This is an optimization exercise on Yosys and OpenROAD, whose aim is small area, a short achievable clock period and few clock cycles, not a production implementation.
Function was checked by simulation only, so behaviour that the tests miss may differ from the original.

==> module interpolation, before the edit <==
module interpolation (
    input           clk,
    input           RST,
    input           START,
    input   [5:0]   H0,
    input   [5:0]   V0,
    input   [3:0]   SW,
    input   [3:0]   SH,
    output          REN,
    input   [7:0]   R_DATA,
    output  [11:0]  ADDR,
    output  [7:0]   O_DATA,
    output          O_VALID
);
assign REN = 1'b0;
reg [5:0] h0;
reg [3:0] sw, sh;            
reg       start_q;           
reg [5:0] rrow;              
reg [3:0] ryf;               
reg [3:0] rc;                
reg       rsub;              
reg [11:0] addr;             
reg        r_top, r_last;    
reg [7:0] T, B;
reg [3:0] c_yr;
reg       cfull;
reg [7:0] N;
reg       nv;
reg [1:0] cnt;               
reg        loaded;
reg [4:0]  oj;                
reg [3:0]  xp;                
reg [7:0]  vl, vu;
reg [7:0]  odata;
reg        ovalid;
assign ADDR = addr;
assign O_DATA = odata;
assign O_VALID = ovalid;
function [7:0] lerp3;
    input [7:0] c, a, b;
    input [3:0] r;
    reg [11:0] x0, x1, x2, x3, x4, s1, c1, s2, c2, s;
    begin
        x0 = {4'd0, c};
        x1 = {4'd0, r[0] ? b : a};
        x2 = {3'd0, r[1] ? b : a, 1'b0};
        x3 = {2'd0, r[2] ? b : a, 2'b0};
        x4 = {1'd0, r[3] ? b : a, 3'b0};
        s1 = x0 ^ x1 ^ x2;
        c1 = ((x0 & x1) | (x0 & x2) | (x1 & x2)) << 1;
        s2 = s1 ^ c1 ^ x3;
        c2 = ((s1 & c1) | (s1 & x3) | (c1 & x3)) << 1;
        s = s2 + c2 + x4;
        lerp3 = s[11:4];
    end
endfunction
wire [7:0] vcol = lerp3(T, T, B, c_yr);
wire       row_end = (oj == 5'b11000);
wire [4:0] xsum = {1'b0, xp} + {1'b0, sw};
wire       pop_next = row_end | xsum[4];
wire       avail = nv | cfull;
wire       produce = loaded;
wire       want = ~loaded | pop_next;
wire       take = want & avail;
wire [7:0] src = nv ? N : vcol;
wire       issue = ~start_q & (rsub | (cnt != 2'd2) | take);
wire       col_done = rsub | (ryf == 4'd0);
wire       row_done = issue & col_done & (rc == sw);
wire [4:0] ysum = {1'b0, ryf} + {1'b0, sh};
wire       rsub_n = issue ? ~col_done : rsub;
wire [3:0] rc_n = (issue & col_done) ? (row_done ? 4'd0 : rc + 4'd1) : rc;
wire [3:0] ryf_n = row_done ? ysum[3:0] : ryf;
wire [5:0] rrow_n = rrow + {5'd0, row_done & ysum[4]};
always @(posedge clk) begin
    start_q <= START;
    addr <= {rrow_n + {5'd0, rsub_n}, h0 + {2'd0, rc_n}};
    odata <= lerp3(vu, vl, vu, xp);    
    if (r_top)
        T <= R_DATA;
    if (r_last)
        B <= R_DATA;
    if (issue & rsub)
        c_yr <= ryf;
    if (take) begin
        vl <= vu;
        vu <= src;
    end
    if (nv ? take : ~take)
        N <= vcol;
    if (START) begin
        h0 <= H0;
        sw <= SW - 4'd1;
        sh <= SH - 4'd1;
    end
end
always @(posedge clk) begin
    if (START) begin
        rrow <= V0;
        ryf <= 4'd0;
        rc <= 4'd0;
        rsub <= 1'b0;
        r_top <= 1'b0;
        r_last <= 1'b0;
        cfull <= 1'b0;
        nv <= 1'b0;
        cnt <= 2'd0;
        loaded <= 1'b0;
        oj <= 5'd1;
        xp <= 4'd15;
        ovalid <= 1'b0;
    end else begin
        rrow <= rrow_n;
        ryf <= ryf_n;
        rc <= rc_n;
        rsub <= rsub_n;
        r_top <= issue & ~rsub;
        r_last <= issue & col_done;
        cnt <= cnt + {1'b0, issue & ~rsub} - {1'b0, take};
        if (take)
            nv <= nv & cfull;
        else if (cfull)
            nv <= 1'b1;
        cfull <= r_last | (cfull & nv & ~take);
        ovalid <= produce & ~RST;
        if (produce) begin
            if (row_end) begin
                oj <= 5'd1;
                xp <= 4'd15;
            end else begin
                oj <= {oj[3:0], oj[4] ^ oj[2]};
                xp <= xsum[3:0];
            end
            loaded <= ~pop_next | take;
        end else if (take) begin
            loaded <= 1'b1;
        end
    end
end
endmodule
export LEC_CHECK = 0
export CAP_MARGIN = 20
export CORE_MARGIN = 2
export CORE_UTILIZATION = 40
export SLEW_MARGIN = 60
create_clock -name core_clock -period 32.0 [get_ports {clk}]
standard.sh (not shown) runs the stock make flow with config.mk's settings and CLKGATE_MAP_FILE= SYNTH_SCRIPT=/design/flow/synth_recipe.tcl, a recipe that flattens the netlist after the stock synthesis.
==> flow/flow/run.sh <==
#!/bin/bash
# Standard ORFS flow with buf_2 port buffers and a clock tree of clkbuf_4
# leaf cells under a clkbuf_16 root, without dummy loads. The make output
# goes to flow_make.log here; ORFS logs each tool
# under orfs/logs/.
set -euo pipefail
export BUFFER_PORTS_ARGS="-buffer_cell sky130_fd_sc_hd__buf_2"
export CTS_ARGS="-sink_clustering_enable -repair_clock_nets -root_buf sky130_fd_sc_hd__clkbuf_16 -buf_list sky130_fd_sc_hd__clkbuf_4 -dont_use_dummy_load"
bash standard.sh > flow_make.log 2>&1
Testbench counts at the start, summed over its fixed seeds: cycles 85,208.
Then changed:
--- a/flow/design.v
+++ b/flow/design.v
@@ -11,14 +11,12 @@
     output  [11:0]  ADDR,
     output  [7:0]   O_DATA,
     output          O_VALID
 );
 assign REN = 1'b0;
-reg [5:0] h0;
 reg [3:0] sw, sh;            
 reg       start_q;           
-reg [5:0] rrow;              
 reg [3:0] ryf;               
 reg [3:0] rc;                
 reg       rsub;              
 reg [11:0] addr;             
 reg        r_top, r_last;    
@@ -67,16 +65,21 @@
 wire       issue = ~start_q & (rsub | (cnt != 2'd2) | take);
 wire       col_done = rsub | (ryf == 4'd0);
 wire       row_done = issue & col_done & (rc == sw);
 wire [4:0] ysum = {1'b0, ryf} + {1'b0, sh};
 wire       rsub_n = issue ? ~col_done : rsub;
+wire       col_up = issue & col_done;
+wire [5:0] acol_n = addr[5:0] + {row_done ? {2'b11, ~sw} : 6'd0} + {5'd0, col_up};
 wire [3:0] rc_n = (issue & col_done) ? (row_done ? 4'd0 : rc + 4'd1) : rc;
 wire [3:0] ryf_n = row_done ? ysum[3:0] : ryf;
-wire [5:0] rrow_n = rrow + {5'd0, row_done & ysum[4]};
+wire       row_up = issue & ~rsub & (~col_done | (row_done & ysum[4]));
+wire       row_dn = issue & rsub & ~(row_done & ysum[4]);
+wire [5:0] arow_n = addr[11:6] + {{5{row_dn}}, row_dn | row_up};
 always @(posedge clk) begin
     start_q <= START;
-    addr <= {rrow_n + {5'd0, rsub_n}, h0 + {2'd0, rc_n}};
+    addr[5:0] <= START ? H0 : acol_n;
+    addr[11:6] <= START ? V0 : arow_n;
     odata <= lerp3(vu, vl, vu, xp);    
     if (r_top)
         T <= R_DATA;
     if (r_last)
         B <= R_DATA;
@@ -87,18 +90,16 @@
         vu <= src;
     end
     if (nv ? take : ~take)
         N <= vcol;
     if (START) begin
-        h0 <= H0;
         sw <= SW - 4'd1;
         sh <= SH - 4'd1;
     end
 end
 always @(posedge clk) begin
     if (START) begin
-        rrow <= V0;
         ryf <= 4'd0;
         rc <= 4'd0;
         rsub <= 1'b0;
         r_top <= 1'b0;
         r_last <= 1'b0;
@@ -108,11 +109,10 @@
         loaded <= 1'b0;
         oj <= 5'd1;
         xp <= 4'd15;
         ovalid <= 1'b0;
     end else begin
-        rrow <= rrow_n;
         ryf <= ryf_n;
         rc <= rc_n;
         rsub <= rsub_n;
         r_top <= issue & ~rsub;
         r_last <= issue & col_done;
After rerunning: The new run produced a clean layout. Die area decreases by 3.4%. Wire length went down by 2.9%. Sequential cell count came out lower by 12. Global-route usage is lower by 0.15 points. Utilization is higher by 0.37 points. Setup slack got worse by 65 ps. First-iteration DRC count is lower by about 34%. Via count falls by about 1%. Sequential share of layout area goes down by 3.0 points.
Testbench counts after the change, summed over its fixed seeds: cycles 85,208.

---

Another version of the RTL of interpolation (not shown whole).
Size: roughly 570 cells after synthesis, roughly 120 flip-flops, roughly 53 I/O pins, about 6700 um^2 of cells after synthesis.
## interpolation
module interpolation (
    input           clk,
    input           RST,
    input           START,
    input   [5:0]   H0,
    input   [5:0]   V0,
    input   [3:0]   SW,
    input   [3:0]   SH,
    output          REN,
    input   [7:0]   R_DATA,
    output  [11:0]  ADDR,
    output  [7:0]   O_DATA,
    output          O_VALID
);
assign REN = 1'b0;
reg [5:0] h0;
reg [3:0] sw, sh;            
reg [5:0] rrow;              
reg [3:0] ryf;               
reg [3:0] rc;                
reg       rsub;              
reg [11:0] addr;
reg        a_vld, a_bot;     
reg [3:0]  a_yr;
reg        r_top, r_last;    
reg [7:0] T, B;
reg [3:0] c_yr;
reg       cfull;
reg [7:0] N;
reg       nv;
reg [1:0] cnt;               
reg        loaded;
reg [4:0]  oj;                
reg [3:0]  xp;                
reg [7:0]  vl, vu;
reg [7:0]  odata;
reg        ovalid;
assign ADDR = addr;
assign O_DATA = odata;
assign O_VALID = ovalid;
function [7:0] lerp3;
    input [7:0] c, a, b;
    input [3:0] r;
    reg [11:0] x0, x1, x2, x3, x4, s1, c1, s2, c2, s;
    begin
        x0 = {4'd0, c};
        x1 = {4'd0, r[0] ? b : a};
        x2 = {3'd0, r[1] ? b : a, 1'b0};
        x3 = {2'd0, r[2] ? b : a, 2'b0};
        x4 = {1'd0, r[3] ? b : a, 3'b0};
        s1 = x0 ^ x1 ^ x2;
        c1 = ((x0 & x1) | (x0 & x2) | (x1 & x2)) << 1;
        s2 = s1 ^ c1 ^ x3;
        c2 = ((s1 & c1) | (s1 & x3) | (c1 & x3)) << 1;
        s = s2 + c2 + x4;
        lerp3 = s[11:4];
    end
endfunction
wire [7:0] vcol = lerp3(T, T, B, c_yr);
wire       row_end = (oj == 5'b11000);
wire [4:0] xsum = {1'b0, xp} + {1'b0, sw};
wire       pop_next = row_end | xsum[4];
wire       avail = nv | cfull;
wire       produce = loaded;
wire       want = ~loaded | pop_next;
wire       take = want & avail;
wire [7:0] src = nv ? N : vcol;
wire       issue = rsub | (cnt != 2'd2) | take;
wire       col_done = rsub | (ryf == 4'd0);
wire [4:0] ysum = {1'b0, ryf} + {1'b0, sh};
always @(posedge clk) begin
  ...
==> module interpolation, before the edit <==
module interpolation (
    input           clk,
    input           RST,
    input           START,
    input   [5:0]   H0,
    input   [5:0]   V0,
    input   [3:0]   SW,
    input   [3:0]   SH,
    output          REN,
    input   [7:0]   R_DATA,
    output  [11:0]  ADDR,
    output  [7:0]   O_DATA,
    output          O_VALID
);
assign REN = 1'b0;
reg [5:0] h0;
reg [3:0] sw, sh;            
reg [5:0] rrow;              
reg [3:0] ryf;               
reg [3:0] rc;                
reg       rsub;              
reg [11:0] addr;
reg        a_vld, a_bot;     
reg [3:0]  a_yr;
reg        r_top, r_last;    
reg [7:0] T, B;
reg [3:0] c_yr;
reg       cfull;
reg [7:0] N;
reg       nv;
reg [1:0] cnt;               
reg        loaded;
reg [4:0]  oj;                
reg [3:0]  xp;                
reg [7:0]  vl, vu;
reg [7:0]  odata;
reg        ovalid;
assign ADDR = addr;
assign O_DATA = odata;
assign O_VALID = ovalid;
function [7:0] lerp3;
    input [7:0] c, a, b;
    input [3:0] r;
    reg [11:0] x0, x1, x2, x3, x4, s1, c1, s2, c2, s;
    begin
        x0 = {4'd0, c};
        x1 = {4'd0, r[0] ? b : a};
        x2 = {3'd0, r[1] ? b : a, 1'b0};
        x3 = {2'd0, r[2] ? b : a, 2'b0};
        x4 = {1'd0, r[3] ? b : a, 3'b0};
        s1 = x0 ^ x1 ^ x2;
        c1 = ((x0 & x1) | (x0 & x2) | (x1 & x2)) << 1;
        s2 = s1 ^ c1 ^ x3;
        c2 = ((s1 & c1) | (s1 & x3) | (c1 & x3)) << 1;
        s = s2 + c2 + x4;
        lerp3 = s[11:4];
    end
endfunction
wire [7:0] vcol = lerp3(T, T, B, c_yr);
wire       row_end = (oj == 5'b11000);
wire [4:0] xsum = {1'b0, xp} + {1'b0, sw};
wire       pop_next = row_end | xsum[4];
wire       avail = nv | cfull;
wire       produce = loaded;
wire       want = ~loaded | pop_next;
wire       take = want & avail;
wire [7:0] src = nv ? N : vcol;
wire       issue = rsub | (cnt != 2'd2) | take;
wire       col_done = rsub | (ryf == 4'd0);
wire [4:0] ysum = {1'b0, ryf} + {1'b0, sh};
always @(posedge clk) begin
    addr <= {rrow + {5'd0, rsub}, h0 + {2'd0, rc}};
    a_yr <= ryf;
    a_bot <= rsub;
    odata <= lerp3(vu, vl, vu, xp);    
    if (r_top)
        T <= R_DATA;
    if (r_last)
        B <= R_DATA;
    if (a_vld & a_bot)
        c_yr <= a_yr;
    if (take) begin
        vl <= vu;
        vu <= src;
    end
    if (nv ? take : ~take)
        N <= vcol;
    if (START) begin
        h0 <= H0;
        sw <= SW - 4'd1;
        sh <= SH - 4'd1;
    end
end
always @(posedge clk) begin
    if (START) begin
        rrow <= V0;
        ryf <= 4'd0;
        rc <= 4'd0;
        rsub <= 1'b0;
        a_vld <= 1'b0;
        r_top <= 1'b0;
        r_last <= 1'b0;
        cfull <= 1'b0;
        nv <= 1'b0;
        cnt <= 2'd0;
        loaded <= 1'b0;
        oj <= 5'd1;
        xp <= 4'd15;
        ovalid <= 1'b0;
    end else begin
        a_vld <= issue;
        r_top <= a_vld & ~a_bot;
        r_last <= a_vld & (a_bot | (a_yr == 4'd0));
        if (issue) begin
            if (col_done) begin
                rsub <= 1'b0;
                if (rc == sw) begin
                    rc <= 4'd0;
                    ryf <= ysum[3:0];
                    rrow <= rrow + {5'd0, ysum[4]};
                end else begin
                    rc <= rc + 4'd1;
                end
            end else begin
                rsub <= 1'b1;
            end
        end
        cnt <= cnt + {1'b0, issue & ~rsub} - {1'b0, take};
        if (take)
            nv <= nv & cfull;
        else if (cfull)
            nv <= 1'b1;
        cfull <= r_last | (cfull & nv & ~take);
        ovalid <= produce & ~RST;
        if (produce) begin
            if (row_end) begin
                oj <= 5'd1;
                xp <= 4'd15;
            end else begin
                oj <= {oj[3:0], oj[4] ^ oj[2]};
                xp <= xsum[3:0];
            end
            loaded <= ~pop_next | take;
        end else if (take) begin
            loaded <= 1'b1;
        end
    end
end
endmodule
==> flow/config.mk <==
export PLATFORM = sky130hd
export DESIGN_NAME = interpolation
export DESIGN_NICKNAME = interpolation
export VERILOG_FILES = /design/flow/design.v
export SDC_FILE = /design/flow/constraint.sdc
export NUM_CORES = 4
export LEC_CHECK = 0
export CAP_MARGIN = 20
export CORE_MARGIN = 2
export CORE_UTILIZATION = 40
export SLEW_MARGIN = 60
==> flow/constraint.sdc <==
create_clock -name core_clock -period 32.0 [get_ports {clk}]
set_input_delay 6.4000 -clock core_clock [delete_from_list [all_inputs] [get_ports {clk}]]
set_output_delay 6.4000 -clock core_clock [all_outputs]
set_load 0.01 [all_outputs]
Scripts as last shown in full above: flow/flow/run.sh
The first run finished with timing, DRC and antenna clean.
Testbench counts at the start, summed over its fixed seeds: cycles 87,218.
Change:
--- a/flow/design.v
+++ b/flow/design.v
@@ -10,28 +10,23 @@
     input   [7:0]   R_DATA,
     output  [11:0]  ADDR,
     output  [7:0]   O_DATA,
     output          O_VALID
 );
 assign REN = 1'b0;
-reg [5:0] h0;
 reg [3:0] sw, sh;            
-reg [5:0] rrow;              
 reg [3:0] ryf;               
 reg [3:0] rc;                
 reg       rsub;              
-reg [11:0] addr;
-reg        a_vld, a_bot;     
-reg [3:0]  a_yr;
+reg [11:0] addr;             
 reg        r_top, r_last;    
 reg [7:0] T, B;
 reg [3:0] c_yr;
 reg       cfull;
 reg [7:0] N;
 reg       nv;
-reg [1:0] cnt;               
 reg        loaded;
 reg [4:0]  oj;                
 reg [3:0]  xp;                
 reg [7:0]  vl, vu;
 reg [7:0]  odata;
 reg        ovalid;
@@ -62,73 +57,64 @@
 wire       pop_next = row_end | xsum[4];
 wire       avail = nv | cfull;
 wire       produce = loaded;
 wire       want = ~loaded | pop_next;
 wire       take = want & avail;
 wire [7:0] src = nv ? N : vcol;
-wire       issue = rsub | (cnt != 2'd2) | take;
+wire       issue = (rsub | ~(nv & cfull | nv & r_last | cfull & r_last) | take);
 wire       col_done = rsub | (ryf == 4'd0);
+wire       row_done = issue & col_done & (rc == sw);
 wire [4:0] ysum = {1'b0, ryf} + {1'b0, sh};
+wire       rsub_n = issue ? ~col_done : rsub;
+wire       col_up = issue & col_done;
+wire [5:0] acol_n = addr[5:0] + {row_done ? {2'b11, ~sw} : 6'd0} + {5'd0, col_up};
+wire [3:0] rc_n = (issue & col_done) ? (row_done ? 4'd0 : rc + 4'd1) : rc;
+wire [3:0] ryf_n = row_done ? ysum[3:0] : ryf;
+wire       row_up = issue & ~rsub & (~col_done | (row_done & ysum[4]));
+wire       row_dn = issue & rsub & ~(row_done & ysum[4]);
+wire [5:0] arow_n = addr[11:6] + {{5{row_dn}}, row_dn | row_up};
 always @(posedge clk) begin
-    addr <= {rrow + {5'd0, rsub}, h0 + {2'd0, rc}};
-    a_yr <= ryf;
-    a_bot <= rsub;
+    addr[5:0] <= START ? H0 : acol_n;
+    addr[11:6] <= START ? V0 : arow_n;
     odata <= lerp3(vu, vl, vu, xp);    
     if (r_top)
         T <= R_DATA;
     if (r_last)
         B <= R_DATA;
-    if (a_vld & a_bot)
-        c_yr <= a_yr;
+    if (issue & rsub)
+        c_yr <= ryf;
     if (take) begin
         vl <= vu;
         vu <= src;
     end
     if (nv ? take : ~take)
         N <= vcol;
     if (START) begin
-        h0 <= H0;
         sw <= SW - 4'd1;
         sh <= SH - 4'd1;
     end
 end
 always @(posedge clk) begin
     if (START) begin
-        rrow <= V0;
         ryf <= 4'd0;
         rc <= 4'd0;
         rsub <= 1'b0;
-        a_vld <= 1'b0;
         r_top <= 1'b0;
         r_last <= 1'b0;
         cfull <= 1'b0;
         nv <= 1'b0;
-        cnt <= 2'd0;
         loaded <= 1'b0;
         oj <= 5'd1;
         xp <= 4'd15;
         ovalid <= 1'b0;
     end else begin
-        a_vld <= issue;
-        r_top <= a_vld & ~a_bot;
-        r_last <= a_vld & (a_bot | (a_yr == 4'd0));
-        if (issue) begin
-            if (col_done) begin
-                rsub <= 1'b0;
-                if (rc == sw) begin
-                    rc <= 4'd0;
-                    ryf <= ysum[3:0];
-                    rrow <= rrow + {5'd0, ysum[4]};
-                end else begin
-                    rc <= rc + 4'd1;
-                end
-            end else begin
-                rsub <= 1'b1;
-            end
-        end
-        cnt <= cnt + {1'b0, issue & ~rsub} - {1'b0, take};
+        ryf <= ryf_n;
+        rc <= rc_n;
+        rsub <= rsub_n;
+        r_top <= issue & ~rsub;
+        r_last <= issue & col_done;
         if (take)
             nv <= nv & cfull;
         else if (cfull)
             nv <= 1'b1;
         cfull <= r_last | (cfull & nv & ~take);
         ovalid <= produce & ~RST;
What happened:
- The changed run passed the timing, DRC and antenna checks
- wire length goes down by a few percent
- final area falls by a few percent
- global-route usage hardly moves
- sequential share of layout area drops by 5.5 points
- clock-buffer cell count fell by 8
- final cell count goes down by a few percent
- die area fell by a few percent
- non-clock buffer count does not change
- maximum frequency falls slightly
- utilization increases by 0.19 points
Testbench counts after the change, summed over its fixed seeds: cycles 84,952.

afterwards: timing with drivers on the ports:
No port has a modelled driver above. Below, the same layouts with a new extraction and two added sets of constraints.
Step 1 (the two cells are an assumption about what drives the block):
set clk [get_ports {clk}]
set_driving_cell -lib_cell sky130_fd_sc_hd__clkbuf_16 $clk
set_driving_cell -lib_cell sky130_fd_sc_hd__buf_2 [delete_from_list [all_inputs] $clk]
Step 2 adds t to the input delays and takes it off the output delays; t is the mean of the earliest and latest rising clock arrival at the registers after step 1. Input paths then give back, and output paths get back, about the clock's delay inside the block.
Slacks: ideal / step 1 / step 2; pairs: ideal / step 1.
run | t, ns | setup WS [ns] | latest minus earliest clock arrival (ns) | pins driven straight from the clock port
the first run of note 1 | 0.382 | 24.804 / 24.763 / 24.660 | 0.024 / 0.025 | 1
the second run of note 1 | 0.378 | 24.739 / 24.700 / 24.729 | 0.011 / 0.012 | 1
the first run of note 2 | 0.386 | 24.796 / 24.755 / 24.484 | 0.037 / 0.037 | 1
the second run of note 2 | 0.378 | 24.733 / 24.692 / 24.741 | 0.016 / 0.016 | 1
After both steps every run listed still meets setup and hold. For the first run of note 2, which loses most, drivers alone change the setup slack by -0.041 ns; drivers and shift together by -0.312 ns.
